From an optimization exercise on the open Yosys and OpenROAD flow, aimed at small area and a short achievable clock period; shortcuts taken in it are not production practice. Function was checked by simulation only, so behaviour that the tests miss may differ from the original. The clock port is modelled as an ideal driver; clocking choices that lean on that would not hold on a real chip. Power is estimated from default activity; no workload was simulated.

$ cat flow/constraint.sdc
create_clock -name core_clock -period 9.0 [get_ports {clk}]
set_input_delay 1.8000 -clock core_clock [delete_from_list [all_inputs] [get_ports {clk}]]
set_output_delay 1.8000 -clock core_clock [all_outputs]
set_load 0.01 [all_outputs]
$ cat flow/standard.sh
#!/bin/bash
# synth_recipe.tcl (not shown) runs the flow's synth.tcl, then flattens the netlist and writes it again
# the make line also repeats each setting of config.mk as NAME=value (left out here)
make -C /OpenROAD-flow-scripts/flow DESIGN_CONFIG=/design/flow/config.mk WORK_HOME=/design/flow/orfs CLKGATE_MAP_FILE= SYNTH_SCRIPT=/design/flow/synth_recipe.tcl "${@:-finish}"
$ cat flow/flow/skew.tcl

# delay classes: cells of the chain (leaf side first) and nominal delay in ns
set skew_classes {
  {{} 0.0}
  {{sky130_fd_sc_hd__clkdlybuf4s50_1} 0.62}
  {{sky130_fd_sc_hd__clkdlybuf4s50_1 sky130_fd_sc_hd__clkdlybuf4s25_1} 0.90}
  {{sky130_fd_sc_hd__clkdlybuf4s50_1 sky130_fd_sc_hd__clkdlybuf4s50_1} 1.15}
  {{sky130_fd_sc_hd__clkdlybuf4s50_1 sky130_fd_sc_hd__clkdlybuf4s50_1 sky130_fd_sc_hd__clkdlybuf4s25_1} 1.42}
}
set skew_last sky130_fd_sc_hd__clkbuf_4
set skew_hold_allow [expr {[info exists ::env(SKEW_HOLD_ALLOW)] ? $::env(SKEW_HOLD_ALLOW) : 0.5}]

estimate_parasitics -placement
set regs {}
for {set i 0} {$i < 32} {incr i} {
  set d [get_pins "result\\\[$i\\\]\$_DFF_P_/D"]
  set s [get_property $d slack_max]
  set h [get_property $d slack_min]
  set o [get_property [get_ports "result\[$i\]"] slack_max]
  lappend regs [list $i $s $o $h]
  puts [format "skew: result\[%d\] setup %.3f output %.3f hold %.3f" $i $s $o $h]
}

# SKEW_TARGET: the setup slack the layout aims at (the later timing repair
# aims at the same).  Each register gets the smallest delay class that brings
# its input path to the target while its output path keeps the target;
# failing that, the largest class its output path allows (timing repair then
# speeds up its input path).  Delays are also capped by the hold slack.
set target $::env(SKEW_TARGET)
set best {}
foreach r $regs {
  lassign $r i s o h
  set pick 0
  set c 0
  foreach cl $skew_classes {
    set d [lindex $cl 1]
    if { $o - $d < $target || $h - $d < -$skew_hold_allow } { break }
    set pick $c
    if { $s + $d >= $target } { break }
    incr c
  }
  lappend best [list $i $pick]
}
puts [format "skew: target slack %.2f" $target]

set groups [dict create]
foreach a $best {
  lassign $a i c
  if { $c == 0 } { continue }
  set pin [get_pins "result\\\[$i\\\]\$_DFF_P_/CLK"]
  set net [get_full_name [get_nets -of_objects $pin]]
  dict lappend groups [list $net $c] $pin
}
set dbu [[ord::get_db_block] getDbUnitsPerMicron]
set k 0
dict for {key pins} $groups {
  lassign $key net c
  set xs 0; set ys 0; set n 0
  foreach p $pins {
    set loc [[[sta::sta_to_db_pin $p] getInst] getLocation]
    set xs [expr {$xs + [lindex $loc 0]}]
    set ys [expr {$ys + [lindex $loc 1]}]
    incr n
  }
  set loc [list [expr {$xs / $n / double($dbu)}] [expr {$ys / $n / double($dbu)}]]
  set last [insert_buffer -buffer_cell $skew_last -net $net -load_pins $pins \
    -buffer_name skew_clkbuf_$k -location $loc]
  set j 0
  foreach cell [lreverse [lindex $skew_classes $c 0]] {
    set last [insert_buffer -buffer_cell $cell -net $net \
      -load_pins [get_pins [get_full_name $last]/A] \
      -buffer_name skew_dly_${k}_$j -location $loc]
    incr j
  }
  puts "skew: net $net class $c: [llength $pins] registers"
  incr k
}
detailed_placement
check_placement -verbose
estimate_parasitics -placement
report_worst_slack -max
report_worst_slack -min
$ cat flow/flow/run.sh
#!/bin/bash
# Own layout flow: the standard synthesis and ORFS layout (standard.sh),
# with these changes:
#  - before floorplanning, gates that synthesis mapped to a larger drive
#    strength are set back to the smallest one (downsize.tcl); timing repair
#    later upsizes whatever needs it;
#  - the ports are buffered with small buffers (PORT_BUF, and buf_1 for the
#    inputs, inbuf.tcl) instead of the delay cells buffer_ports picks by
#    default;
#  - the global-route stage's timing repair aims at the same setup slack
#    (TARGET) as the skew.
# Each make run's output goes to its own log here; ORFS keeps one log per step
# under orfs/logs.
set -euo pipefail
F=$(cd "$(dirname "$0")" && pwd)
PORT_BUF=${PORT_BUF:-sky130_fd_sc_hd__buf_2}
export SKEW_TARGET=${TARGET:-5.0}
export SKEW_HOLD_ALLOW=${HOLD_ALLOW:-0.5}
HOLD_MARGIN=${HOLD_MARGIN:-0.05}
COMMON=("BUFFER_PORTS_ARGS=-buffer_cell $PORT_BUF" PRE_FLOORPLAN_TCL=$F/downsize.tcl POST_GLOBAL_PLACE_TCL=$F/inbuf.tcl POST_CTS_TCL=$F/skew.tcl)
bash standard.sh synth > synth.log 2>&1
bash standard.sh "${COMMON[@]}" cts > place_cts.log 2>&1
bash standard.sh "${COMMON[@]}" SETUP_SLACK_MARGIN=$SKEW_TARGET HOLD_SLACK_MARGIN=$HOLD_MARGIN finish > route.log 2>&1
$ cat flow/design.v
module vedic_mult_reg(clk, a, b, result);
	input clk;
	input [15:0] a;
	input [15:0] b;
	output reg [31:0] result;
	reg [15:0] a_q;
	reg [15:0] b_q;
	wire [31:0] product;
	vedicmult_16bit mult(
		.a(a_q),
		.b(b_q),
		.result(product));
	always @(posedge clk) begin
		a_q <= a;
		b_q <= b;
		result <= product;
	end
endmodule

module vedicmult_16bit(a, b, result);
	input wire [15:0] a;
	input wire [15:0] b;
	output wire [31:0] result;
wire p1, p2, p3, p4, p5, p6, p7, p8, p9, p10, p11, p12, p13, p14, p15, p16;
wire p17, p18, p19, p20, p21, p22, p23, p24, p25, p26, p27, p28, p29, p30, p31, p32;
wire p33, p34, p35, p36, p37, p38, p39, p40, p41, p42, p43, p44, p45, p46, p47, p48;
wire p49, p50, p51, p52, p53, p54, p55, p56, p57, p58, p59, p60, p61, p62, p63, p64;
wire p65, p66, p67, p68, p69, p70, p71, p72, p73, p74, p75, p76, p77, p78, p79, p80;
wire p81, p82, p83, p84, p85, p86, p87, p88, p89, p90, p91, p92, p93, p94, p95, p96;
wire p97, p98, p99, p100, p101, p102, p103, p104, p105, p106, p107, p108, p109, p110, p111, p112;
wire p113, p114, p115, p116, p117, p118, p119, p120, p121, p122, p123, p124, p125, p126, p127, p128;
wire p129, p130, p131, p132, p133, p134, p135, p136, p137, p138, p139, p140, p141, p142, p143, p144;
wire p145, p146, p147, p148, p149, p150, p151, p152, p153, p154, p155, p156, p157, p158, p159, p160;
wire p161, p162, p163, p164, p165, p166, p167, p168, p169, p170, p171, p172, p173, p174, p175, p176;
wire p177, p178, p179, p180, p181, p182, p183, p184, p185, p186, p187, p188, p189, p190, p191, p192;
wire p193, p194, p195, p196, p197, p198, p199, p200, p201, p202, p203, p204, p205, p206, p207, p208;
wire p209, p210, p211, p212, p213, p214, p215, p216, p217, p218, p219, p220, p221, p222, p223, p224;
wire p225, p226, p227, p228, p229, p230, p231, p232, p233, p234, p235, p236, p237, p238, p239, p240;
wire p241, p242, p243, p244, p245, p246, p247, p248, p249, p250, p251, p252, p253, p254, p255, h257;
wire h258, f259_0, f259_1, h260, h261, f262_0, f262_1, f263_0, f263_1, h264, h265, f266_0, f266_1, f267_0, f267_1, h268;
wire h269, f270_0, f270_1, f271_0, f271_1, f272_0, f272_1, h273, h274, f275_0, f275_1, h276, h277, f278_0, f278_1, f279_0;
wire f279_1, h280, h281, f282_0, f282_1, f283_0, f283_1, f284_0, f284_1, h285, h286, f287_0, f287_1, f288_0, f288_1, f289_0;
wire f289_1, f290_0, f290_1, f291_0, f291_1, f292_0, f292_1, f293_0, f293_1, f294_0, f294_1, f295_0, f295_1, f296_0, f296_1, f297_0;
wire f297_1, f298_0, f298_1, f299_0, f299_1, f300_0, f300_1, f301_0, f301_1, f302_0, f302_1, f303_0, f303_1, f304_0, f304_1, f305_0;
wire f305_1, f306_0, f306_1, f307_0, f307_1, f308_0, f308_1, f309_0, f309_1, f310_0, f310_1, f311_0, f311_1, f312_0, f312_1, f313_0;
wire f313_1, f314_0, f314_1, f315_0, f315_1, f316_0, f316_1, f317_0, f317_1, f318_0, f318_1, f319_0, f319_1, f320_0, f320_1, h321;
wire h322, f323_0, f323_1, h324, h325, f326_0, f326_1, f327_0, f327_1, h328, h329, f330_0, f330_1, f331_0, f331_1, f332_0;
wire f332_1, f333_0, f333_1, f334_0, f334_1, f335_0, f335_1, f336_0, f336_1, f337_0, f337_1, f338_0, f338_1, f339_0, f339_1, f340_0;
wire f340_1, f341_0, f341_1, f342_0, f342_1, f343_0, f343_1, f344_0, f344_1, f345_0, f345_1, f346_0, f346_1, f347_0, f347_1, f348_0;
wire f348_1, f349_0, f349_1, f350_0, f350_1, f351_0, f351_1, f352_0, f352_1, f353_0, f353_1, f354_0, f354_1, f355_0, f355_1, f356_0;
wire f356_1, f357_0, f357_1, f358_0, f358_1, f359_0, f359_1, f360_0, f360_1, f361_0, f361_1, f362_0, f362_1, f363_0, f363_1, f364_0;
wire f364_1, f365_0, f365_1, f366_0, f366_1, f367_0, f367_1, f368_0, f368_1, f369_0, f369_1, f370_0, f370_1, f371_0, f371_1, f372_0;
wire f372_1, f373_0, f373_1, f374_0, f374_1, f375_0, f375_1, f376_0, f376_1, f377_0, f377_1, h378, h379, f380_0, f380_1, h381;
wire h382, f383_0, f383_1, f384_0, f384_1, f385_0, f385_1, f386_0, f386_1, f387_0, f387_1, f388_0, f388_1, f389_0, f389_1, f390_0;
wire f390_1, f391_0, f391_1, f392_0, f392_1, f393_0, f393_1, f394_0, f394_1, f395_0, f395_1, f396_0, f396_1, f397_0, f397_1, f398_0;
wire f398_1, f399_0, f399_1, f400_0, f400_1, f401_0, f401_1, f402_0, f402_1, f403_0, f403_1, f404_0, f404_1, f405_0, f405_1, f406_0;
wire f406_1, f407_0, f407_1, f408_0, f408_1, f409_0, f409_1, f410_0, f410_1, f411_0, f411_1, f412_0, f412_1, f413_0, f413_1, f414_0;
wire f414_1, f415_0, f415_1, f416_0, f416_1, f417_0, f417_1, f418_0, f418_1, f419_0, f419_1, f420_0, f420_1, f421_0, f421_1, f422_0;
wire f422_1, f423_0, f423_1, f424_0, f424_1, f425_0, f425_1, h426, h427, f428_0, f428_1, f429_0, f429_1, f430_0, f430_1, f431_0;
wire f431_1, f432_0, f432_1, f433_0, f433_1, f434_0, f434_1, f435_0, f435_1, f436_0, f436_1, f437_0, f437_1, f438_0, f438_1, f439_0;
wire f439_1, f440_0, f440_1, f441_0, f441_1, f442_0, f442_1, f443_0, f443_1, f444_0, f444_1, f445_0, f445_1, f446_0, f446_1, f447_0;
wire f447_1, f448_0, f448_1, f449_0, f449_1, f450_0, f450_1, f451_0, f451_1, f452_0, f452_1, h453, h454, f455_0, f455_1, f456_0;
wire f456_1, f457_0, f457_1, f458_0, f458_1, f459_0, f459_1, f460_0, f460_1, f461_0, f461_1, f462_0, f462_1, f463_0, f463_1, f464_0;
wire f464_1, f465_0, f465_1, f466_0, f466_1, f467_0, f467_1, f468_0, f468_1, f469_0, f469_1, f470_0, f470_1, f471_0, f471_1, f472_0;
wire f472_1, f473_0, f473_1, f474_0, f474_1, f475_0, f475_1, f476_0, f476_1, f477_0, f477_1, f478_0, f478_1, f479_0, f479_1, f480_0;
wire f480_1, f481_0, f481_1, g483, x484, g485, x486, g487, x488, g489, x490, g491, x492, g493, x494, g495;
wire x496, g497, x498, g499, x500, g501, x502, g503, x504, g505, x506, g507, x508, g509, x510, g511;
wire x512, g513, x514, g515, x516, g517, x518, g519, x520, g521, x522, g523, x524, g525, x526, g527;
wire x528, g529, x530, g531, x532, g533, x534, g535, x536, g537, x538, g539, x540, g541, q542, i543;
wire q544, i545, q546, i547, q548, i549, q550, i551, q552, i553, q554, i555, q556, q557, q558, q559;
wire q560, q561, q562, q563, q564, q565, q566, q567, q568, q569, q570, q571, q572, q573, q574, q575;
wire q576, q577, q578, q579, q580, q581, i582, q583, i584, q585, q586, q587, i588, q589, q590, q591;
wire q592, q593, i594, q595, q596, q597, q598, i599, q600, i601, q602, i603, q604, i605, q606, i607;
wire q608, i609, q610, i611, q612, i613, q614, i615, q616, i617, q618, q619, i620, q621, q622, q623;
wire q624, q625, q626;
vm_nand2 u1(a[0], b[1], p1);
vm_nand2 u2(a[0], b[2], p2);
vm_nand2 u3(a[0], b[3], p3);
vm_nand2 u4(a[0], b[4], p4);
vm_nand2 u5(a[0], b[5], p5);
vm_nand2 u6(a[0], b[6], p6);
vm_nand2 u7(a[0], b[7], p7);
vm_nand2 u8(a[0], b[8], p8);
vm_nand2 u9(a[0], b[9], p9);
vm_nand2 u10(a[0], b[10], p10);
vm_nand2 u11(a[0], b[11], p11);
vm_nand2 u12(a[0], b[12], p12);
vm_nand2 u13(a[0], b[13], p13);
vm_nand2 u14(a[0], b[14], p14);
vm_nand2 u15(a[0], b[15], p15);
vm_nand2 u16(a[1], b[0], p16);
vm_nand2 u17(a[1], b[1], p17);
vm_nand2 u18(a[1], b[2], p18);
vm_nand2 u19(a[1], b[3], p19);
vm_nand2 u20(a[1], b[4], p20);
vm_nand2 u21(a[1], b[5], p21);
vm_nand2 u22(a[1], b[6], p22);
vm_nand2 u23(a[1], b[7], p23);
vm_nand2 u24(a[1], b[8], p24);
vm_nand2 u25(a[1], b[9], p25);
vm_nand2 u26(a[1], b[10], p26);
vm_nand2 u27(a[1], b[11], p27);
vm_nand2 u28(a[1], b[12], p28);
vm_nand2 u29(a[1], b[13], p29);
vm_nand2 u30(a[1], b[14], p30);
vm_nand2 u31(a[1], b[15], p31);
vm_nand2 u32(a[2], b[0], p32);
vm_nand2 u33(a[2], b[1], p33);
vm_nand2 u34(a[2], b[2], p34);
vm_nand2 u35(a[2], b[3], p35);
vm_nand2 u36(a[2], b[4], p36);
vm_nand2 u37(a[2], b[5], p37);
vm_nand2 u38(a[2], b[6], p38);
vm_nand2 u39(a[2], b[7], p39);
vm_nand2 u40(a[2], b[8], p40);
vm_nand2 u41(a[2], b[9], p41);
vm_nand2 u42(a[2], b[10], p42);
vm_nand2 u43(a[2], b[11], p43);
vm_nand2 u44(a[2], b[12], p44);
vm_nand2 u45(a[2], b[13], p45);
vm_nand2 u46(a[2], b[14], p46);
vm_nand2 u47(a[2], b[15], p47);
vm_nand2 u48(a[3], b[0], p48);
vm_nand2 u49(a[3], b[1], p49);
vm_nand2 u50(a[3], b[2], p50);
vm_nand2 u51(a[3], b[3], p51);
vm_nand2 u52(a[3], b[4], p52);
vm_nand2 u53(a[3], b[5], p53);
vm_nand2 u54(a[3], b[6], p54);
vm_nand2 u55(a[3], b[7], p55);
vm_nand2 u56(a[3], b[8], p56);
vm_nand2 u57(a[3], b[9], p57);
vm_nand2 u58(a[3], b[10], p58);
vm_nand2 u59(a[3], b[11], p59);
vm_nand2 u60(a[3], b[12], p60);
vm_nand2 u61(a[3], b[13], p61);
vm_nand2 u62(a[3], b[14], p62);
vm_nand2 u63(a[3], b[15], p63);
vm_nand2 u64(a[4], b[0], p64);
vm_nand2 u65(a[4], b[1], p65);
vm_nand2 u66(a[4], b[2], p66);
vm_nand2 u67(a[4], b[3], p67);
vm_nand2 u68(a[4], b[4], p68);
vm_nand2 u69(a[4], b[5], p69);
vm_nand2 u70(a[4], b[6], p70);
vm_nand2 u71(a[4], b[7], p71);
vm_nand2 u72(a[4], b[8], p72);
vm_nand2 u73(a[4], b[9], p73);
vm_nand2 u74(a[4], b[10], p74);
vm_nand2 u75(a[4], b[11], p75);
vm_nand2 u76(a[4], b[12], p76);
vm_nand2 u77(a[4], b[13], p77);
vm_nand2 u78(a[4], b[14], p78);
vm_nand2 u79(a[4], b[15], p79);
vm_nand2 u80(a[5], b[0], p80);
vm_nand2 u81(a[5], b[1], p81);
vm_nand2 u82(a[5], b[2], p82);
vm_nand2 u83(a[5], b[3], p83);
vm_nand2 u84(a[5], b[4], p84);
vm_nand2 u85(a[5], b[5], p85);
vm_nand2 u86(a[5], b[6], p86);
vm_nand2 u87(a[5], b[7], p87);
vm_nand2 u88(a[5], b[8], p88);
vm_nand2 u89(a[5], b[9], p89);
vm_nand2 u90(a[5], b[10], p90);
vm_nand2 u91(a[5], b[11], p91);
vm_nand2 u92(a[5], b[12], p92);
vm_nand2 u93(a[5], b[13], p93);
vm_nand2 u94(a[5], b[14], p94);
vm_nand2 u95(a[5], b[15], p95);
vm_nand2 u96(a[6], b[0], p96);
vm_nand2 u97(a[6], b[1], p97);
vm_nand2 u98(a[6], b[2], p98);
vm_nand2 u99(a[6], b[3], p99);
vm_nand2 u100(a[6], b[4], p100);
vm_nand2 u101(a[6], b[5], p101);
vm_nand2 u102(a[6], b[6], p102);
vm_nand2 u103(a[6], b[7], p103);
vm_nand2 u104(a[6], b[8], p104);
vm_nand2 u105(a[6], b[9], p105);
vm_nand2 u106(a[6], b[10], p106);
vm_nand2 u107(a[6], b[11], p107);
vm_nand2 u108(a[6], b[12], p108);
vm_nand2 u109(a[6], b[13], p109);
vm_nand2 u110(a[6], b[14], p110);
vm_nand2 u111(a[6], b[15], p111);
vm_nand2 u112(a[7], b[0], p112);
vm_nand2 u113(a[7], b[1], p113);
vm_nand2 u114(a[7], b[2], p114);
vm_nand2 u115(a[7], b[3], p115);
vm_nand2 u116(a[7], b[4], p116);
vm_nand2 u117(a[7], b[5], p117);
vm_nand2 u118(a[7], b[6], p118);
vm_nand2 u119(a[7], b[7], p119);
vm_nand2 u120(a[7], b[8], p120);
vm_nand2 u121(a[7], b[9], p121);
vm_nand2 u122(a[7], b[10], p122);
vm_nand2 u123(a[7], b[11], p123);
vm_nand2 u124(a[7], b[12], p124);
vm_nand2 u125(a[7], b[13], p125);
vm_nand2 u126(a[7], b[14], p126);
vm_nand2 u127(a[7], b[15], p127);
vm_nand2 u128(a[8], b[0], p128);
vm_nand2 u129(a[8], b[1], p129);
vm_nand2 u130(a[8], b[2], p130);
vm_nand2 u131(a[8], b[3], p131);
vm_nand2 u132(a[8], b[4], p132);
vm_nand2 u133(a[8], b[5], p133);
vm_nand2 u134(a[8], b[6], p134);
vm_nand2 u135(a[8], b[7], p135);
vm_nand2 u136(a[8], b[8], p136);
vm_nand2 u137(a[8], b[9], p137);
vm_nand2 u138(a[8], b[10], p138);
vm_nand2 u139(a[8], b[11], p139);
vm_nand2 u140(a[8], b[12], p140);
vm_nand2 u141(a[8], b[13], p141);
vm_nand2 u142(a[8], b[14], p142);
vm_nand2 u143(a[8], b[15], p143);
vm_nand2 u144(a[9], b[0], p144);
vm_nand2 u145(a[9], b[1], p145);
vm_nand2 u146(a[9], b[2], p146);
vm_nand2 u147(a[9], b[3], p147);
vm_nand2 u148(a[9], b[4], p148);
vm_nand2 u149(a[9], b[5], p149);
vm_nand2 u150(a[9], b[6], p150);
vm_nand2 u151(a[9], b[7], p151);
vm_nand2 u152(a[9], b[8], p152);
vm_nand2 u153(a[9], b[9], p153);
vm_nand2 u154(a[9], b[10], p154);
vm_nand2 u155(a[9], b[11], p155);
vm_nand2 u156(a[9], b[12], p156);
vm_nand2 u157(a[9], b[13], p157);
vm_nand2 u158(a[9], b[14], p158);
vm_nand2 u159(a[9], b[15], p159);
vm_nand2 u160(a[10], b[0], p160);
vm_nand2 u161(a[10], b[1], p161);
vm_nand2 u162(a[10], b[2], p162);
vm_nand2 u163(a[10], b[3], p163);
vm_nand2 u164(a[10], b[4], p164);
vm_nand2 u165(a[10], b[5], p165);
vm_nand2 u166(a[10], b[6], p166);
vm_nand2 u167(a[10], b[7], p167);
vm_nand2 u168(a[10], b[8], p168);
vm_nand2 u169(a[10], b[9], p169);
vm_nand2 u170(a[10], b[10], p170);
vm_nand2 u171(a[10], b[11], p171);
vm_nand2 u172(a[10], b[12], p172);
vm_nand2 u173(a[10], b[13], p173);
vm_nand2 u174(a[10], b[14], p174);
vm_nand2 u175(a[10], b[15], p175);
vm_nand2 u176(a[11], b[0], p176);
vm_nand2 u177(a[11], b[1], p177);
vm_nand2 u178(a[11], b[2], p178);
vm_nand2 u179(a[11], b[3], p179);
vm_nand2 u180(a[11], b[4], p180);
vm_nand2 u181(a[11], b[5], p181);
vm_nand2 u182(a[11], b[6], p182);
vm_nand2 u183(a[11], b[7], p183);
vm_nand2 u184(a[11], b[8], p184);
vm_nand2 u185(a[11], b[9], p185);
vm_nand2 u186(a[11], b[10], p186);
vm_nand2 u187(a[11], b[11], p187);
vm_nand2 u188(a[11], b[12], p188);
vm_nand2 u189(a[11], b[13], p189);
vm_nand2 u190(a[11], b[14], p190);
vm_nand2 u191(a[11], b[15], p191);
vm_nand2 u192(a[12], b[0], p192);
vm_nand2 u193(a[12], b[1], p193);
vm_nand2 u194(a[12], b[2], p194);
vm_nand2 u195(a[12], b[3], p195);
vm_nand2 u196(a[12], b[4], p196);
vm_nand2 u197(a[12], b[5], p197);
vm_nand2 u198(a[12], b[6], p198);
vm_nand2 u199(a[12], b[7], p199);
vm_nand2 u200(a[12], b[8], p200);
vm_nand2 u201(a[12], b[9], p201);
vm_nand2 u202(a[12], b[10], p202);
vm_nand2 u203(a[12], b[11], p203);
vm_nand2 u204(a[12], b[12], p204);
vm_nand2 u205(a[12], b[13], p205);
vm_nand2 u206(a[12], b[14], p206);
vm_nand2 u207(a[12], b[15], p207);
vm_nand2 u208(a[13], b[0], p208);
vm_nand2 u209(a[13], b[1], p209);
vm_nand2 u210(a[13], b[2], p210);
vm_nand2 u211(a[13], b[3], p211);
vm_nand2 u212(a[13], b[4], p212);
vm_nand2 u213(a[13], b[5], p213);
vm_nand2 u214(a[13], b[6], p214);
vm_nand2 u215(a[13], b[7], p215);
vm_nand2 u216(a[13], b[8], p216);
vm_nand2 u217(a[13], b[9], p217);
vm_nand2 u218(a[13], b[10], p218);
vm_nand2 u219(a[13], b[11], p219);
vm_nand2 u220(a[13], b[12], p220);
vm_nand2 u221(a[13], b[13], p221);
vm_nand2 u222(a[13], b[14], p222);
vm_nand2 u223(a[13], b[15], p223);
vm_nand2 u224(a[14], b[0], p224);
vm_nand2 u225(a[14], b[1], p225);
vm_nand2 u226(a[14], b[2], p226);
vm_nand2 u227(a[14], b[3], p227);
vm_nand2 u228(a[14], b[4], p228);
vm_nand2 u229(a[14], b[5], p229);
vm_nand2 u230(a[14], b[6], p230);
vm_nand2 u231(a[14], b[7], p231);
vm_nand2 u232(a[14], b[8], p232);
vm_nand2 u233(a[14], b[9], p233);
vm_nand2 u234(a[14], b[10], p234);
vm_nand2 u235(a[14], b[11], p235);
vm_nand2 u236(a[14], b[12], p236);
vm_nand2 u237(a[14], b[13], p237);
vm_nand2 u238(a[14], b[14], p238);
vm_nand2 u239(a[14], b[15], p239);
vm_nand2 u240(a[15], b[0], p240);
vm_nand2 u241(a[15], b[1], p241);
vm_nand2 u242(a[15], b[2], p242);
vm_nand2 u243(a[15], b[3], p243);
vm_nand2 u244(a[15], b[4], p244);
vm_nand2 u245(a[15], b[5], p245);
vm_nand2 u246(a[15], b[6], p246);
vm_nand2 u247(a[15], b[7], p247);
vm_nand2 u248(a[15], b[8], p248);
vm_nand2 u249(a[15], b[9], p249);
vm_nand2 u250(a[15], b[10], p250);
vm_nand2 u251(a[15], b[11], p251);
vm_nand2 u252(a[15], b[12], p252);
vm_nand2 u253(a[15], b[13], p253);
vm_nand2 u254(a[15], b[14], p254);
vm_nand2 u255(a[15], b[15], p255);
vm_and2 u256(a[0], b[0], result[0]);
vm_xnor2 u257(p13, p28, h257);
vm_or2 u258(p13, p28, h258);
vm_fa u259(p14, p29, p44, f259_0, f259_1);
vm_xnor2 u260(p59, p74, h260);
vm_or2 u261(p59, p74, h261);
vm_fa u262(p15, p30, p45, f262_0, f262_1);
vm_fa u263(p60, p75, p90, f263_0, f263_1);
vm_xnor2 u264(p105, p120, h264);
vm_or2 u265(p105, p120, h265);
vm_fa u266(p31, p46, p61, f266_0, f266_1);
vm_fa u267(p76, p91, p106, f267_0, f267_1);
vm_xnor2 u268(p121, p136, h268);
vm_or2 u269(p121, p136, h269);
vm_fa u270(p47, p62, p77, f270_0, f270_1);
vm_fa u271(p92, p107, p122, f271_0, f271_1);
vm_fa u272(p63, p78, p93, f272_0, f272_1);
vm_xnor2 u273(p9, p24, h273);
vm_or2 u274(p9, p24, h274);
vm_fa u275(p10, p25, p40, f275_0, f275_1);
vm_xnor2 u276(p55, p70, h276);
vm_or2 u277(p55, p70, h277);
vm_fa u278(p11, p26, p41, f278_0, f278_1);
vm_fa u279(p56, p71, p86, f279_0, f279_1);
vm_xnor2 u280(p101, p116, h280);
vm_or2 u281(p101, p116, h281);
vm_fa u282(p12, p27, p42, f282_0, f282_1);
vm_fa u283(p57, p72, p87, f283_0, f283_1);
vm_fa u284(p102, p117, p132, f284_0, f284_1);
vm_xnor2 u285(p147, p162, h285);
vm_or2 u286(p147, p162, h286);
vm_fa u287(p43, p58, p73, f287_0, f287_1);
vm_fa u288(p88, p103, p118, f288_0, f288_1);
vm_fa u289(p133, p148, p163, f289_0, f289_1);
vm_fa u290(p178, p193, p208, f290_0, f290_1);
vm_fa u291(p89, p104, p119, f291_0, f291_1);
vm_fa u292(p134, p149, p164, f292_0, f292_1);
vm_fa u293(p179, p194, p209, f293_0, f293_1);
vm_fa u294(p224, h258, h260, f294_0, f294_1);
vm_fa u295(p135, p150, p165, f295_0, f295_1);
vm_fa u296(p180, p195, p210, f296_0, f296_1);
vm_fa u297(p225, p240, h261, f297_0, f297_1);
vm_fa u298(h264, f259_1, f262_0, f298_0, f298_1);
vm_fa u299(p151, p166, p181, f299_0, f299_1);
vm_fa u300(p196, p211, p226, f300_0, f300_1);
vm_fa u301(p241, h265, h268, f301_0, f301_1);
vm_fa u302(f262_1, f263_1, f266_0, f302_0, f302_1);
vm_fa u303(p137, p152, p167, f303_0, f303_1);
vm_fa u304(p182, p197, p212, f304_0, f304_1);
vm_fa u305(p227, p242, h269, f305_0, f305_1);
vm_fa u306(f266_1, f267_1, f270_0, f306_0, f306_1);
vm_fa u307(p108, p123, p138, f307_0, f307_1);
vm_fa u308(p153, p168, p183, f308_0, f308_1);
vm_fa u309(p198, p213, p228, f309_0, f309_1);
vm_fa u310(p243, f270_1, f271_1, f310_0, f310_1);
vm_fa u311(p79, p94, p109, f311_0, f311_1);
vm_fa u312(p124, p139, p154, f312_0, f312_1);
vm_fa u313(p169, p184, p199, f313_0, f313_1);
vm_fa u314(p214, p229, p244, f314_0, f314_1);
vm_fa u315(p95, p110, p125, f315_0, f315_1);
vm_fa u316(p140, p155, p170, f316_0, f316_1);
vm_fa u317(p185, p200, p215, f317_0, f317_1);
vm_fa u318(p111, p126, p141, f318_0, f318_1);
vm_fa u319(p156, p171, p186, f319_0, f319_1);
vm_fa u320(p127, p142, p157, f320_0, f320_1);
vm_xnor2 u321(p6, p21, h321);
vm_or2 u322(p6, p21, h322);
vm_fa u323(p7, p22, p37, f323_0, f323_1);
vm_xnor2 u324(p52, p67, h324);
vm_or2 u325(p52, p67, h325);
vm_fa u326(p8, p23, p38, f326_0, f326_1);
vm_fa u327(p53, p68, p83, f327_0, f327_1);
vm_xnor2 u328(p98, p113, h328);
vm_or2 u329(p98, p113, h329);
vm_fa u330(p39, p54, p69, f330_0, f330_1);
vm_fa u331(p84, p99, p114, f331_0, f331_1);
vm_fa u332(p129, p144, h273, f332_0, f332_1);
vm_fa u333(p85, p100, p115, f333_0, f333_1);
vm_fa u334(p130, p145, p160, f334_0, f334_1);
vm_fa u335(h274, h276, f275_0, f335_0, f335_1);
vm_fa u336(p131, p146, p161, f336_0, f336_1);
vm_fa u337(p176, h277, h280, f337_0, f337_1);
vm_fa u338(f275_1, f278_0, f279_0, f338_0, f338_1);
vm_fa u339(p177, p192, h281, f339_0, f339_1);
vm_fa u340(h285, f278_1, f279_1, f340_0, f340_1);
vm_fa u341(f282_0, f283_0, f284_0, f341_0, f341_1);
vm_fa u342(h286, h257, f282_1, f342_0, f342_1);
vm_fa u343(f283_1, f284_1, f287_0, f343_0, f343_1);
vm_fa u344(f288_0, f289_0, f290_0, f344_0, f344_1);
vm_fa u345(f287_1, f288_1, f289_1, f345_0, f345_1);
vm_fa u346(f290_1, f291_0, f292_0, f346_0, f346_1);
vm_fa u347(f293_0, f259_0, f294_0, f347_0, f347_1);
vm_fa u348(f291_1, f292_1, f293_1, f348_0, f348_1);
vm_fa u349(f295_0, f296_0, f263_0, f349_0, f349_1);
vm_fa u350(f294_1, f297_0, f298_0, f350_0, f350_1);
vm_fa u351(f295_1, f296_1, f299_0, f351_0, f351_1);
vm_fa u352(f300_0, f267_0, f297_1, f352_0, f352_1);
vm_fa u353(f301_0, f298_1, f302_0, f353_0, f353_1);
vm_fa u354(f299_1, f300_1, f303_0, f354_0, f354_1);
vm_fa u355(f304_0, f271_0, f301_1, f355_0, f355_1);
vm_fa u356(f305_0, f302_1, f306_0, f356_0, f356_1);
vm_fa u357(f303_1, f304_1, f307_0, f357_0, f357_1);
vm_fa u358(f308_0, f309_0, f272_0, f358_0, f358_1);
vm_fa u359(f305_1, f306_1, f310_0, f359_0, f359_1);
vm_fa u360(f307_1, f308_1, f309_1, f360_0, f360_1);
vm_fa u361(f272_1, f311_0, f312_0, f361_0, f361_1);
vm_fa u362(f313_0, f314_0, f310_1, f362_0, f362_1);
vm_fa u363(p230, p245, f311_1, f363_0, f363_1);
vm_fa u364(f312_1, f313_1, f314_1, f364_0, f364_1);
vm_fa u365(f315_0, f316_0, f317_0, f365_0, f365_1);
vm_fa u366(p201, p216, p231, f366_0, f366_1);
vm_fa u367(p246, f315_1, f316_1, f367_0, f367_1);
vm_fa u368(f317_1, f318_0, f319_0, f368_0, f368_1);
vm_fa u369(p172, p187, p202, f369_0, f369_1);
vm_fa u370(p217, p232, p247, f370_0, f370_1);
vm_fa u371(f318_1, f319_1, f320_0, f371_0, f371_1);
vm_fa u372(p143, p158, p173, f372_0, f372_1);
vm_fa u373(p188, p203, p218, f373_0, f373_1);
vm_fa u374(p233, p248, f320_1, f374_0, f374_1);
vm_fa u375(p159, p174, p189, f375_0, f375_1);
vm_fa u376(p204, p219, p234, f376_0, f376_1);
vm_fa u377(p175, p190, p205, f377_0, f377_1);
vm_xnor2 u378(p4, p19, h378);
vm_or2 u379(p4, p19, h379);
vm_fa u380(p5, p20, p35, f380_0, f380_1);
vm_xnor2 u381(p50, p65, h381);
vm_or2 u382(p50, p65, h382);
vm_fa u383(p36, p51, p66, f383_0, f383_1);
vm_fa u384(p81, p96, h321, f384_0, f384_1);
vm_fa u385(p82, p97, p112, f385_0, f385_1);
vm_fa u386(h322, h324, f323_0, f386_0, f386_1);
vm_fa u387(p128, h325, h328, f387_0, f387_1);
vm_fa u388(f323_1, f326_0, f327_0, f388_0, f388_1);
vm_fa u389(h329, f326_1, f327_1, f389_0, f389_1);
vm_fa u390(f330_0, f331_0, f332_0, f390_0, f390_1);
vm_fa u391(f330_1, f331_1, f333_0, f391_0, f391_1);
vm_fa u392(f334_0, f332_1, f335_0, f392_0, f392_1);
vm_fa u393(f333_1, f334_1, f336_0, f393_0, f393_1);
vm_fa u394(f337_0, f335_1, f338_0, f394_0, f394_1);
vm_fa u395(f336_1, f337_1, f339_0, f395_0, f395_1);
vm_fa u396(f340_0, f338_1, f341_0, f396_0, f396_1);
vm_fa u397(f339_1, f340_1, f342_0, f397_0, f397_1);
vm_fa u398(f341_1, f343_0, f344_0, f398_0, f398_1);
vm_fa u399(f342_1, f343_1, f345_0, f399_0, f399_1);
vm_fa u400(f344_1, f346_0, f347_0, f400_0, f400_1);
vm_fa u401(f345_1, f348_0, f346_1, f401_0, f401_1);
vm_fa u402(f349_0, f347_1, f350_0, f402_0, f402_1);
vm_fa u403(f348_1, f349_1, f351_0, f403_0, f403_1);
vm_fa u404(f352_0, f350_1, f353_0, f404_0, f404_1);
vm_fa u405(f351_1, f352_1, f354_0, f405_0, f405_1);
vm_fa u406(f355_0, f353_1, f356_0, f406_0, f406_1);
vm_fa u407(f354_1, f355_1, f357_0, f407_0, f407_1);
vm_fa u408(f358_0, f356_1, f359_0, f408_0, f408_1);
vm_fa u409(f357_1, f360_0, f358_1, f409_0, f409_1);
vm_fa u410(f361_0, f359_1, f362_0, f410_0, f410_1);
vm_fa u411(f360_1, f363_0, f364_0, f411_0, f411_1);
vm_fa u412(f361_1, f365_0, f362_1, f412_0, f412_1);
vm_fa u413(f366_0, f363_1, f364_1, f413_0, f413_1);
vm_fa u414(f367_0, f365_1, f368_0, f414_0, f414_1);
vm_fa u415(f366_1, f369_0, f370_0, f415_0, f415_1);
vm_fa u416(f367_1, f368_1, f371_0, f416_0, f416_1);
vm_fa u417(f369_1, f370_1, f372_0, f417_0, f417_1);
vm_fa u418(f373_0, f371_1, f374_0, f418_0, f418_1);
vm_fa u419(p249, f372_1, f373_1, f419_0, f419_1);
vm_fa u420(f375_0, f376_0, f374_1, f420_0, f420_1);
vm_fa u421(p220, p235, p250, f421_0, f421_1);
vm_fa u422(f375_1, f376_1, f377_0, f422_0, f422_1);
vm_fa u423(p191, p206, p221, f423_0, f423_1);
vm_fa u424(p236, p251, f377_1, f424_0, f424_1);
vm_fa u425(p207, p222, p237, f425_0, f425_1);
vm_xnor2 u426(p3, p18, h426);
vm_or2 u427(p3, p18, h427);
vm_fa u428(p34, p49, p64, f428_0, f428_1);
vm_fa u429(p80, h379, h381, f429_0, f429_1);
vm_fa u430(h382, f380_1, f383_0, f430_0, f430_1);
vm_fa u431(f383_1, f385_0, f384_1, f431_0, f431_1);
vm_fa u432(f385_1, f387_0, f386_1, f432_0, f432_1);
vm_fa u433(f387_1, f389_0, f388_1, f433_0, f433_1);
vm_fa u434(f389_1, f391_0, f390_1, f434_0, f434_1);
vm_fa u435(f391_1, f393_0, f392_1, f435_0, f435_1);
vm_fa u436(f393_1, f395_0, f394_1, f436_0, f436_1);
vm_fa u437(f395_1, f397_0, f396_1, f437_0, f437_1);
vm_fa u438(f397_1, f398_1, f399_0, f438_0, f438_1);
vm_fa u439(f399_1, f401_0, f400_1, f439_0, f439_1);
vm_fa u440(f401_1, f403_0, f402_1, f440_0, f440_1);
vm_fa u441(f403_1, f405_0, f404_1, f441_0, f441_1);
vm_fa u442(f405_1, f407_0, f406_1, f442_0, f442_1);
vm_fa u443(f407_1, f409_0, f408_1, f443_0, f443_1);
vm_fa u444(f409_1, f411_0, f412_0, f444_0, f444_1);
vm_fa u445(f411_1, f413_0, f414_0, f445_0, f445_1);
vm_fa u446(f415_0, f413_1, f414_1, f446_0, f446_1);
vm_fa u447(f415_1, f417_0, f416_1, f447_0, f447_1);
vm_fa u448(f417_1, f419_0, f420_0, f448_0, f448_1);
vm_fa u449(f421_0, f419_1, f422_0, f449_0, f449_1);
vm_fa u450(f421_1, f423_0, f422_1, f450_0, f450_1);
vm_fa u451(p252, f423_1, f425_0, f451_0, f451_1);
vm_fa u452(p223, p238, p253, f452_0, f452_1);
vm_xnor2 u453(p2, p17, h453);
vm_or2 u454(p2, p17, h454);
vm_fa u455(p33, p48, h426, f455_0, f455_1);
vm_fa u456(h427, h378, f428_0, f456_0, f456_1);
vm_fa u457(f428_1, f380_0, f429_0, f457_0, f457_1);
vm_fa u458(f429_1, f384_0, f430_0, f458_0, f458_1);
vm_fa u459(f430_1, f386_0, f431_0, f459_0, f459_1);
vm_fa u460(f431_1, f388_0, f432_0, f460_0, f460_1);
vm_fa u461(f390_0, f432_1, f433_0, f461_0, f461_1);
vm_fa u462(f433_1, f392_0, f434_0, f462_0, f462_1);
vm_fa u463(f434_1, f394_0, f435_0, f463_0, f463_1);
vm_fa u464(f396_0, f435_1, f436_0, f464_0, f464_1);
vm_fa u465(f398_0, f436_1, f437_0, f465_0, f465_1);
vm_fa u466(f400_0, f437_1, f438_0, f466_0, f466_1);
vm_fa u467(f438_1, f402_0, f439_0, f467_0, f467_1);
vm_fa u468(f439_1, f404_0, f440_0, f468_0, f468_1);
vm_fa u469(f406_0, f440_1, f441_0, f469_0, f469_1);
vm_fa u470(f408_0, f441_1, f442_0, f470_0, f470_1);
vm_fa u471(f410_0, f442_1, f443_0, f471_0, f471_1);
vm_fa u472(f410_1, f443_1, f444_0, f472_0, f472_1);
vm_fa u473(f412_1, f445_0, f444_1, f473_0, f473_1);
vm_fa u474(f416_0, f445_1, f446_0, f474_0, f474_1);
vm_fa u475(f418_0, f446_1, f447_0, f475_0, f475_1);
vm_fa u476(f418_1, f447_1, f448_0, f476_0, f476_1);
vm_fa u477(f420_1, f449_0, f448_1, f477_0, f477_1);
vm_fa u478(f424_0, f449_1, f450_0, f478_0, f478_1);
vm_fa u479(f424_1, f451_0, f450_1, f479_0, f479_1);
vm_fa u480(f425_1, f452_0, f451_1, f480_0, f480_1);
vm_fa u481(p239, p254, f452_1, f481_0, f481_1);
vm_xor2 u482(p1, p16, result[1]);
vm_nor2 u483(p1, p16, g483);
vm_xor2 u484(h453, p32, x484);
vm_nor2 u485(h453, p32, g485);
vm_xor2 u486(h454, f455_0, x486);
vm_nor2 u487(h454, f455_0, g487);
vm_xor2 u488(f455_1, f456_0, x488);
vm_nor2 u489(f455_1, f456_0, g489);
vm_xor2 u490(f456_1, f457_0, x490);
vm_nor2 u491(f456_1, f457_0, g491);
vm_xor2 u492(f457_1, f458_0, x492);
vm_nor2 u493(f457_1, f458_0, g493);
vm_xor2 u494(f458_1, f459_0, x494);
vm_nor2 u495(f458_1, f459_0, g495);
vm_xor2 u496(f459_1, f460_0, x496);
vm_nor2 u497(f459_1, f460_0, g497);
vm_xor2 u498(f460_1, f461_0, x498);
vm_nor2 u499(f460_1, f461_0, g499);
vm_xor2 u500(f461_1, f462_0, x500);
vm_nor2 u501(f461_1, f462_0, g501);
vm_xor2 u502(f462_1, f463_0, x502);
vm_nor2 u503(f462_1, f463_0, g503);
vm_xor2 u504(f463_1, f464_0, x504);
vm_nor2 u505(f463_1, f464_0, g505);
vm_xor2 u506(f464_1, f465_0, x506);
vm_nor2 u507(f464_1, f465_0, g507);
vm_xor2 u508(f465_1, f466_0, x508);
vm_nor2 u509(f465_1, f466_0, g509);
vm_xor2 u510(f466_1, f467_0, x510);
vm_nor2 u511(f466_1, f467_0, g511);
vm_xor2 u512(f467_1, f468_0, x512);
vm_nor2 u513(f467_1, f468_0, g513);
vm_xor2 u514(f468_1, f469_0, x514);
vm_nor2 u515(f468_1, f469_0, g515);
vm_xor2 u516(f469_1, f470_0, x516);
vm_nor2 u517(f469_1, f470_0, g517);
vm_xor2 u518(f470_1, f471_0, x518);
vm_nor2 u519(f470_1, f471_0, g519);
vm_xor2 u520(f471_1, f472_0, x520);
vm_nor2 u521(f471_1, f472_0, g521);
vm_xor2 u522(f472_1, f473_0, x522);
vm_nor2 u523(f472_1, f473_0, g523);
vm_xor2 u524(f473_1, f474_0, x524);
vm_nor2 u525(f473_1, f474_0, g525);
vm_xor2 u526(f474_1, f475_0, x526);
vm_nor2 u527(f474_1, f475_0, g527);
vm_xor2 u528(f475_1, f476_0, x528);
vm_nor2 u529(f475_1, f476_0, g529);
vm_xor2 u530(f476_1, f477_0, x530);
vm_nor2 u531(f476_1, f477_0, g531);
vm_xor2 u532(f477_1, f478_0, x532);
vm_nor2 u533(f477_1, f478_0, g533);
vm_xor2 u534(f478_1, f479_0, x534);
vm_nor2 u535(f478_1, f479_0, g535);
vm_xor2 u536(f479_1, f480_0, x536);
vm_nor2 u537(f479_1, f480_0, g537);
vm_xor2 u538(f480_1, f481_0, x538);
vm_nor2 u539(f480_1, f481_0, g539);
vm_xor2 u540(f481_1, p255, x540);
vm_nor2 u541(f481_1, p255, g541);
vm_aoi21 u542(g485, x484, g483, q542);
vm_inv u543(q542, i543);
vm_aoi21 u544(g487, x486, i543, q544);
vm_inv u545(q544, i545);
vm_aoi21 u546(g489, x488, i545, q546);
vm_inv u547(q546, i547);
vm_aoi21 u548(g491, x490, i547, q548);
vm_inv u549(q548, i549);
vm_aoi21 u550(g493, x492, i549, q550);
vm_inv u551(q550, i551);
vm_aoi21 u552(g495, x494, i551, q552);
vm_inv u553(q552, i553);
vm_aoi21 u554(g497, x496, i553, q554);
vm_inv u555(q554, i555);
vm_aoi21 u556(g499, x498, i555, q556);
vm_aoi21 u557(g503, x502, g501, q557);
vm_nand2 u558(x502, x500, q558);
vm_aoi21 u559(g507, x506, g505, q559);
vm_nand2 u560(x506, x504, q560);
vm_aoi21 u561(g511, x510, g509, q561);
vm_nand2 u562(x510, x508, q562);
vm_aoi21 u563(g515, x514, g513, q563);
vm_nand2 u564(x514, x512, q564);
vm_aoi21 u565(g519, x518, g517, q565);
vm_nand2 u566(x518, x516, q566);
vm_aoi21 u567(g523, x522, g521, q567);
vm_nand2 u568(x522, x520, q568);
vm_aoi21 u569(g527, x526, g525, q569);
vm_nand2 u570(x526, x524, q570);
vm_oai21 u571(q557, q558, q556, q571);
vm_oai21 u572(q561, q562, q559, q572);
vm_nor2 u573(q562, q560, q573);
vm_oai21 u574(q565, q566, q563, q574);
vm_nor2 u575(q566, q564, q575);
vm_oai21 u576(q569, q570, q567, q576);
vm_nor2 u577(q570, q568, q577);
vm_aoi21 u578(q572, q573, q571, q578);
vm_aoi21 u579(q576, q577, q574, q579);
vm_nand2 u580(q577, q575, q580);
vm_oai21 u581(q579, q580, q578, q581);
vm_inv u582(q578, i582);
vm_aoi21 u583(q574, q575, i582, q583);
vm_inv u584(q571, i584);
vm_oai21 u585(q559, q560, i584, q585);
vm_oai21 u586(q563, q564, q578, q586);
vm_oai21 u587(q567, q568, q583, q587);
vm_inv u588(q556, i588);
vm_aoi21 u589(g501, x500, i588, q589);
vm_aoi21 u590(g505, x504, q571, q590);
vm_aoi21 u591(g509, x508, q585, q591);
vm_aoi21 u592(g513, x512, i582, q592);
vm_aoi21 u593(g517, x516, q586, q593);
vm_inv u594(q583, i594);
vm_aoi21 u595(g521, x520, i594, q595);
vm_aoi21 u596(g525, x524, q587, q596);
vm_aoi21 u597(g531, x530, g529, q597);
vm_nand2 u598(x530, x528, q598);
vm_inv u599(q597, i599);
vm_aoi21 u600(g533, x532, i599, q600);
vm_inv u601(q598, i601);
vm_nand2 u602(x532, i601, q602);
vm_inv u603(q600, i603);
vm_aoi21 u604(g535, x534, i603, q604);
vm_inv u605(q602, i605);
vm_nand2 u606(x534, i605, q606);
vm_inv u607(q604, i607);
vm_aoi21 u608(g537, x536, i607, q608);
vm_inv u609(q606, i609);
vm_nand2 u610(x536, i609, q610);
vm_inv u611(q608, i611);
vm_aoi21 u612(g539, x538, i611, q612);
vm_inv u613(q610, i613);
vm_nand2 u614(x538, i613, q614);
vm_inv u615(q612, i615);
vm_aoi21 u616(g541, x540, i615, q616);
vm_inv u617(q614, i617);
vm_nand2 u618(x540, i617, q618);
vm_aoi21 u619(g529, x528, q581, q619);
vm_inv u620(q581, i620);
vm_oai21 u621(q597, q598, i620, q621);
vm_oai21 u622(q600, q602, i620, q622);
vm_oai21 u623(q604, q606, i620, q623);
vm_oai21 u624(q608, q610, i620, q624);
vm_oai21 u625(q612, q614, i620, q625);
vm_oai21 u626(q616, q618, i620, q626);
vm_xor2 u627(x484, g483, result[2]);
vm_xnor2 u628(x486, q542, result[3]);
vm_xnor2 u629(x488, q544, result[4]);
vm_xnor2 u630(x490, q546, result[5]);
vm_xnor2 u631(x492, q548, result[6]);
vm_xnor2 u632(x494, q550, result[7]);
vm_xnor2 u633(x496, q552, result[8]);
vm_xnor2 u634(x498, q554, result[9]);
vm_xnor2 u635(x500, q556, result[10]);
vm_xnor2 u636(x502, q589, result[11]);
vm_xor2 u637(x504, q571, result[12]);
vm_xnor2 u638(x506, q590, result[13]);
vm_xor2 u639(x508, q585, result[14]);
vm_xnor2 u640(x510, q591, result[15]);
vm_xnor2 u641(x512, q578, result[16]);
vm_xnor2 u642(x514, q592, result[17]);
vm_xor2 u643(x516, q586, result[18]);
vm_xnor2 u644(x518, q593, result[19]);
vm_xnor2 u645(x520, q583, result[20]);
vm_xnor2 u646(x522, q595, result[21]);
vm_xor2 u647(x524, q587, result[22]);
vm_xnor2 u648(x526, q596, result[23]);
vm_xor2 u649(x528, q581, result[24]);
vm_xnor2 u650(x530, q619, result[25]);
vm_xor2 u651(x532, q621, result[26]);
vm_xor2 u652(x534, q622, result[27]);
vm_xor2 u653(x536, q623, result[28]);
vm_xor2 u654(x538, q624, result[29]);
vm_xor2 u655(x540, q625, result[30]);
vm_and2 u656(q626, q626, result[31]);
endmodule
module vm_and2(a, b, y);
	input a, b;
	output y;
	assign y = a & b;
endmodule
module vm_aoi21(a, b, c, y);
	input a, b, c;
	output y;
	assign y = ~(a | (b & c));
endmodule
module vm_fa(a, b, c, s, co);
	input a, b, c;
	output s, co;
	assign s = a ^ b ^ c;
	assign co = (a & b) | (a & c) | (b & c);
endmodule
module vm_inv(a, y);
	input a;
	output y;
	assign y = ~a;
endmodule
module vm_nand2(a, b, y);
	input a, b;
	output y;
	assign y = ~(a & b);
endmodule
module vm_nor2(a, b, y);
	input a, b;
	output y;
	assign y = ~(a | b);
endmodule
module vm_oai21(a, b, c, y);
	input a, b, c;
	output y;
	assign y = ~(a & (b | c));
endmodule
module vm_or2(a, b, y);
	input a, b;
	output y;
	assign y = a | b;
endmodule
module vm_xnor2(a, b, y);
	input a, b;
	output y;
	assign y = ~(a ^ b);
endmodule
module vm_xor2(a, b, y);
	input a, b;
	output y;
	assign y = a ^ b;
endmodule
$ cat flow/flow/inbuf.tcl
# The input ports only feed the operand registers, whose paths have ample
# slack: give their port buffers (named input* by buffer_ports) the smallest
# buffer.
set n 0
foreach inst [get_cells input*] {
  if { [get_property $inst ref_name] == "sky130_fd_sc_hd__buf_2" } {
    replace_cell $inst sky130_fd_sc_hd__buf_1
    incr n
  }
}
puts "inbuf: $n input buffers set to buf_1"
$ cat flow/config.mk
export PLATFORM = sky130hd
export DESIGN_NAME = vedic_mult_reg
export DESIGN_NICKNAME = vedic_mult_reg
export VERILOG_FILES = /design/flow/design.v
export SDC_FILE = /design/flow/constraint.sdc
export NUM_CORES = 8
export LEC_CHECK = 0
export ABC_CLOCK_PERIOD_IN_PS = 100000
export CAP_MARGIN = 20
export CORE_MARGIN = 2
export CORE_UTILIZATION = 60
export CTS_BUF_LIST = sky130_fd_sc_hd__clkbuf_8
export SLEW_MARGIN = 20
export SYNTH_HIERARCHICAL = 1
$ cat flow/flow/downsize.tcl
# Set combinational gates that synthesis mapped to drive strength 2 or 4 back
# to strength 1 when the library has it: the hierarchical synthesis maps each
# small module alone and upsizes for an assumed load.
set n 0
foreach inst [[ord::get_db_block] getInsts] {
  set m [[$inst getMaster] getName]
  if { [regexp {^(sky130_fd_sc_hd__(a21oi|o21ai|a22oi|nand2|nor2|xor2|xnor2|and2|or2|inv|a21o|o21a|nand3|nor3))_[24]$} $m -> base] } {
    set lc [get_lib_cells -quiet ${base}_1]
    if { $lc != {} } {
      replace_cell [get_cells [$inst getName]] $lc
      incr n
    }
  }
}
puts "downsize: $n gates set to drive strength 1"
==> impl_results.md, run 1 <==
- Outcome: finished clean
- # clock sinks: 64
- Antenna violations before repair: 0
- Initial Util: 0.615
- Crit path capture: result[29]
- IO Count: 65
- Required @ worst endpoint: between 10000 and 15000 ps
- Worst path most repeated cell: fa_1
- Crit start category: register
- Slowest cell delay on critical path: approximately 550 ps
- Overall die width: 115 um
- Crit path buf inv count: 3
- Reg2Reg Depth: 16
- Dpl hpwl: roughly 13 mm
- Hold Startpoint: b_q[14]
- Min Tclk post-route: approximately 3800 ps
- Core ar.: roughly 12000 um2
- Worst path depth: 16
- CTS tree: done
- Slew @ Worst Pin: approximately 650 ps
- First-pass GRT wire length: 30.2 mm
- Wire per inst: between 15 and 20 um
- R2R setup slack: approximately 5200 ps
- Fmax: between 0.2 and 0.3 GHz
- Max Fanout on Critical Path: 9
- Synth warnings: 7
- Syn Nets: approximately 950
- Final ANT Viol Nets: 0
- Ant diodes: 0
- Row cnt: 40
- Maximum vdd drop: 0.627 mV
- Die Span Y: 115 um
- WL final: 17.9 mm
- Hold Vio Cnt, Final: 0
- Crit-path leading delay family: adder cells
- RR Startpoint: a_q[1]
- Worst path slowest cell: fa_1
- RSZ-0062 raised after global routing: false
- Clock transition at path regs: 90 ps
- Share of cells above drive strength 1: 0.130
- Hold Path Class: reg2reg
- Setup crit start: a_q[1]
- Final Setup Violations: 0
- Buffers on Ports: 64
- DRT iter0 DRCs: between 200 and 300
- Total track usage: 0.302
- Pin count of the biggest net entering global routing: 17
- Post-Synthesis Cells: 720
- Leakage: 3.17 nW
- Vias: around 5.5k
- Crit-path cells: buf_2, nand2_1, fa_1, fa_1, fa_1, fa_1, fa_1, xor2_1, a21oi_1, o21ai_1, a21oi_4, buf_4, o21ai_4, inv_1, o21ai_1, xor2_1
- Max Cap Viol: 0
- Clock Latency Late Sink: 1450 ps
- Worst slew margin: 0.564
- Worst R2R End: result[29]
- Final Max Tran Viols: 0
- Setup Crit Path Kind: reg2reg
- Fin Clk Skew: ~1100 ps
- Final worst path period share: 0.425
- Power Density: 389 nW/um2
- Critical path arrival: about 5200 ps
- Nets@finish: 1052
- Crit. End Element: register
- Post-DR vias/cell: around 5.6
- Die footprint: ~13000 um2
- Vias in the first global route: between 6k and 7k
- Total gr overflow: 0
- # DRC: 0
- Final setup TNS: 0 ps
- TritonRoute pass-1 iters: 4
- Final core utilization: 0.708
-- cell type report, without the clock buffers --
class,count,area (um2)
clock inverters,7,95.1
fillers,907,3500
inverters,22,82.6
multi-input cells,634,6110
flip-flops and latches,64,1380
well taps,147,184
repair buffers,80,413
-- power by group --
part | total, mW | internal (mW) | switching [mW]
Combinational | 2.47 | 1.09 | 1.38
Sequential | 0.461 | 0.407 | 0.0549
Clock | 0.384 | 0.239 | 0.146
Total | 3.31 | 1.73 | 1.58
-- sequential cells by signal, summed over array words and instances (netlist names) --
register and count:
a_q 16, b_q 16, result 32
-- cells in the final DEF, fill, tap and decap left out, drive strengths merged --
master	count
o21ai	14
clkdlybuf4s25	1
dfxtp	64
bufinv	2
clkdlybuf4s50	7
xor2	41
and2	2
clkinv	3
or2	15
xnor2	33
buf	74
nor2	33
inv	23
fa	195
a21oi	32
nand2	269
clkbuf	14
clkinvlp	1
dlygate4sd3	6
-- metal layers --
layer | GRT usage | vias to the layer above | share of wire
met5 | 0 | - | 0
met3 | 0.0685 | 39 | 0.072
met4 | 0.111 | 0 | 0.029
met2 | 0.516 | 239 | 0.52
li1 | - | 2411 | -
met1 | 0.381 | 2781 | 0.38
-- tightest hold or removal path: cells and delay by family (launching register included) --
kind	cells	cell delay, ps
XOR/XNOR	2	250
flip-flops	1	400
AND/OR/NAND/NOR	1	100
adder cells (fa/ha/maj)	2	410
-- worst min path at each step --
stage	end	slack (ps)	cells past startpoint
2_1_floorplan	result[0]	630	1
3_3_place_gp	result[1]	800	2
3_5_place_dp	result[1]	800	2
5_1_grt	result[29]	130	5
6_report	result[28]	80	5
-- stage by stage --
step / worst slack, ps / cell area [um2] / cells / power (mW) / hold slack, ps
after detailed placement: 3470 / 7850 / 931 / 2.69 / 801
after floorplan: 4360 / 7390 / 720 / 2.23 / 627
after global placement: 3600 / 7890 / 931 / 2.63 / 799
after global routing: 4970 / 8510 / 976 / 3.65 / 135
final: 5180 / 8510 / 976 / 3.31 / 84.2
==> run 2: changes to the inputs <==
--- a/flow/config.mk
+++ b/flow/config.mk
@@ -8,7 +8,7 @@
 export ABC_CLOCK_PERIOD_IN_PS = 100000
 export CAP_MARGIN = 20
 export CORE_MARGIN = 2
-export CORE_UTILIZATION = 60
+export CORE_UTILIZATION = 50
 export CTS_BUF_LIST = sky130_fd_sc_hd__clkbuf_8
 export SLEW_MARGIN = 20
 export SYNTH_HIERARCHICAL = 1
==> run 2 against run 1 <==
Against the previous run:
- still clean on timing, DRC and antenna
- clock skew rose by 6.4 ps
- largest power group unchanged
- worst hold slack worse by 52 ps
- sequential power is essentially flat
- critical path type unchanged
- via count down 0.33%
- combinational power hardly changed
- flip-flop and latch count did not move
- synthesized cell count did not move
- clock power rose by 9.9%
- final area grew 0.22%
- register-to-register slack improved by 20 ps
- power grew 1.1%
==> impl_results.md, run 2 <==
- Outcome: finished clean
- # DRC: 0
- Most flops, register: result
- Met2 WL: approximately 10 mm
- Final Max Tran Viols: 0
- Fin Clk Skew: about 1100 ps
- Setup Crit Path Kind: reg2reg
- Final Setup Violations: 0
- Hold Vio Cnt, Final: 0
- Tot Pwr: roughly 3.3 mW
- Wl on met1: 7.35 mm
- Clock transition at path regs: roughly 90 ps
- Critical path arrival: roughly 5100 ps
- Regs by FF count: result: 32 flops, a_q: 16 flops, b_q: 16 flops
- Die Span Y: ~130 um
- Clock Latency Late Sink: 1480 ps
- Setup crit start: b_q[12]
- Post-Synthesis Cells: just over 700
- Worst slew margin: 0.712
- Post-DR vias/cell: roughly 5.4
- DP Area: between 7000 and 8000 um2
- Row cnt: 44
- Nets@finish: approximately 1.1k
- First-pass GRT wire length: roughly 30 mm
- Max Fanout on Critical Path: 16
- WL final: 18.8 mm
- Initial Util: 0.510
- CTS tree: done
- RSZ-0062 raised after global routing: true
- Worst hold slack: around 32 ps
- Final worst path period share: 0.422
- Dpl hpwl: approximately 14 mm
- Vias in the first global route: between 6k and 7k
- Antenna violations before repair: 0
- Routed wl met3: 1.20 mm
- Core ar.: ~14000 um2
- Final ANT Viol Nets: 0
- Die footprint: 15800 um2
- Worst path slowest cell: fa_1
- Ant diodes: 0
- Hold Path Class: reg2reg
- Reg2Reg Depth: 15
- Total track usage: 0.253
- Overall die width: between 100 and 150 um
- Leakage: between 3 and 4 nW
- Vias: around 5.5k
- Most frequent cells in the layout: nand2_1 (269), fa_1 (195), xor2_1 (35), xnor2_1 (33)
- Crit-path cells: nand2_1, fa_1, fa_1, fa_1, fa_1, fa_1, fa_1, xor2_2, a21oi_1, o21ai_1, a21oi_2, o21ai_4, inv_2, o21ai_1, xor2_1
- Slowest cell delay on critical path: 550 ps
- Leading cell type in the layout, fill and taps excluded: nand2_1
- DRT iter0 DRCs: just over 300
- Slew @ Worst Pin: between 400 and 500 ps
- TritonRoute pass-1 iters: 6
- Fin area: about 8500 um2
- RR Startpoint: b_q[12]
- Required @ worst endpoint: ~10000 ps
- Final core utilization: 0.589
- Fmax: roughly 0.26 GHz
- Placed Cells: approximately 970
- Power Density: slightly below 400 nW/um2
- Syn Nets: between 900 and 1k
- Hold Startpoint: a_q[14]
- Total gr overflow: 0
- Wire per inst: roughly 19 um
- Crit. End Element: register
- DR top layer: met4
- Synth warnings: 7
- Hold path depth: 4
- Pin count of the biggest net entering global routing: 17
- Max reg flops: 32
- Pre-CTS WS: 3400 ps
- Crit start category: register
- # clock sinks: 64
- Max Cap Viol: 0
- Maximum vdd drop: 0.303 mV
- Final setup TNS: 0 ps
- R2R setup slack: roughly 5200 ps
- Share of cells above drive strength 1: 0.129
- Final cell count without fillers: approximately 1.0k
- Buffers on Ports: 64
- IO Count: 65
- Min Tclk post-route: ~3800 ps
- Worst path most repeated cell: fa_1
- Fin worst setup slack: roughly 5200 ps
## run 2: routing by layer
layer / up-vias / GRT usage
li1: 2398 / -
met1: 2776 / 0.321
met2: 221 / 0.428
met3: 57 / 0.0586
met4: 0 / 0.0908
met5: - / 0
## run 2: layout make-up, without the clock buffers
type                    instances  area (um2)
clock inverters                 7        76.3
fillers                      1247        5950
inverters                      22        82.6
multi-input cells             634        6110
flip-flops and latches         64        1370
well taps                     184         230
repair buffers                 74         365
## run 2: path summary, 6_finish.rpt
kind | end
worst max-delay path | result[26]
worst min-delay path | result[29]
worst max register to register | result[26]
worst min register to register | result[29]
## run 2: worst max-delay path: cells and delay by family (launching register included)
family          cells  cell delay, ps
compound gates      5             790
xor+xnor            2             390
fa+ha+maj           6            2850
buf+inv             1             120
flops               1             480
simple gates        1             120
## run 2: report_power, final
part / internal (mW) / total (mW) / switching [mW]
logic: 1.09 / 2.46 / 1.38
clock network: 0.252 / 0.422 / 0.169
registers: 0.407 / 0.464 / 0.0566
total: 1.75 / 3.35 / 1.60

static timing again, ports no longer ideal:
How much do the figures lean on ideal ports? The routed layouts below were timed once more, with nothing changed but the port constraints. Step 1 (the two cells are an assumption about what drives the block):
set clk [get_ports {clk}]
set_driving_cell -lib_cell sky130_fd_sc_hd__clkbuf_16 $clk
set_driving_cell -lib_cell sky130_fd_sc_hd__buf_2 [delete_from_list [all_inputs] $clk]
Step 2, shift: input delay + t, output delay - t, t = (earliest + latest rising clock arrival at the registers) / 2. This alone moves slack from input paths to output paths. Slacks: ideal / step 1 / step 2; pairs: ideal / step 1.
run	t, ns	setup WS [ns]	latest minus earliest clock arrival (ns)	slew at the worst register clock pin (ns)	worst slew at a driven data input, ns	pins driven straight from the clock port
run 1	0.922	5.179 / 5.179 / 5.179	1.118 / 1.118	0.09 / 0.09	0.04	1
run 2	0.960	5.203 / 5.203 / 5.203	1.124 / 1.124	0.09 / 0.09	0.04	1
In run 1 and run 2 the clock reaches the registers at very different times; t lies between them, and the last value is a rough guide only.
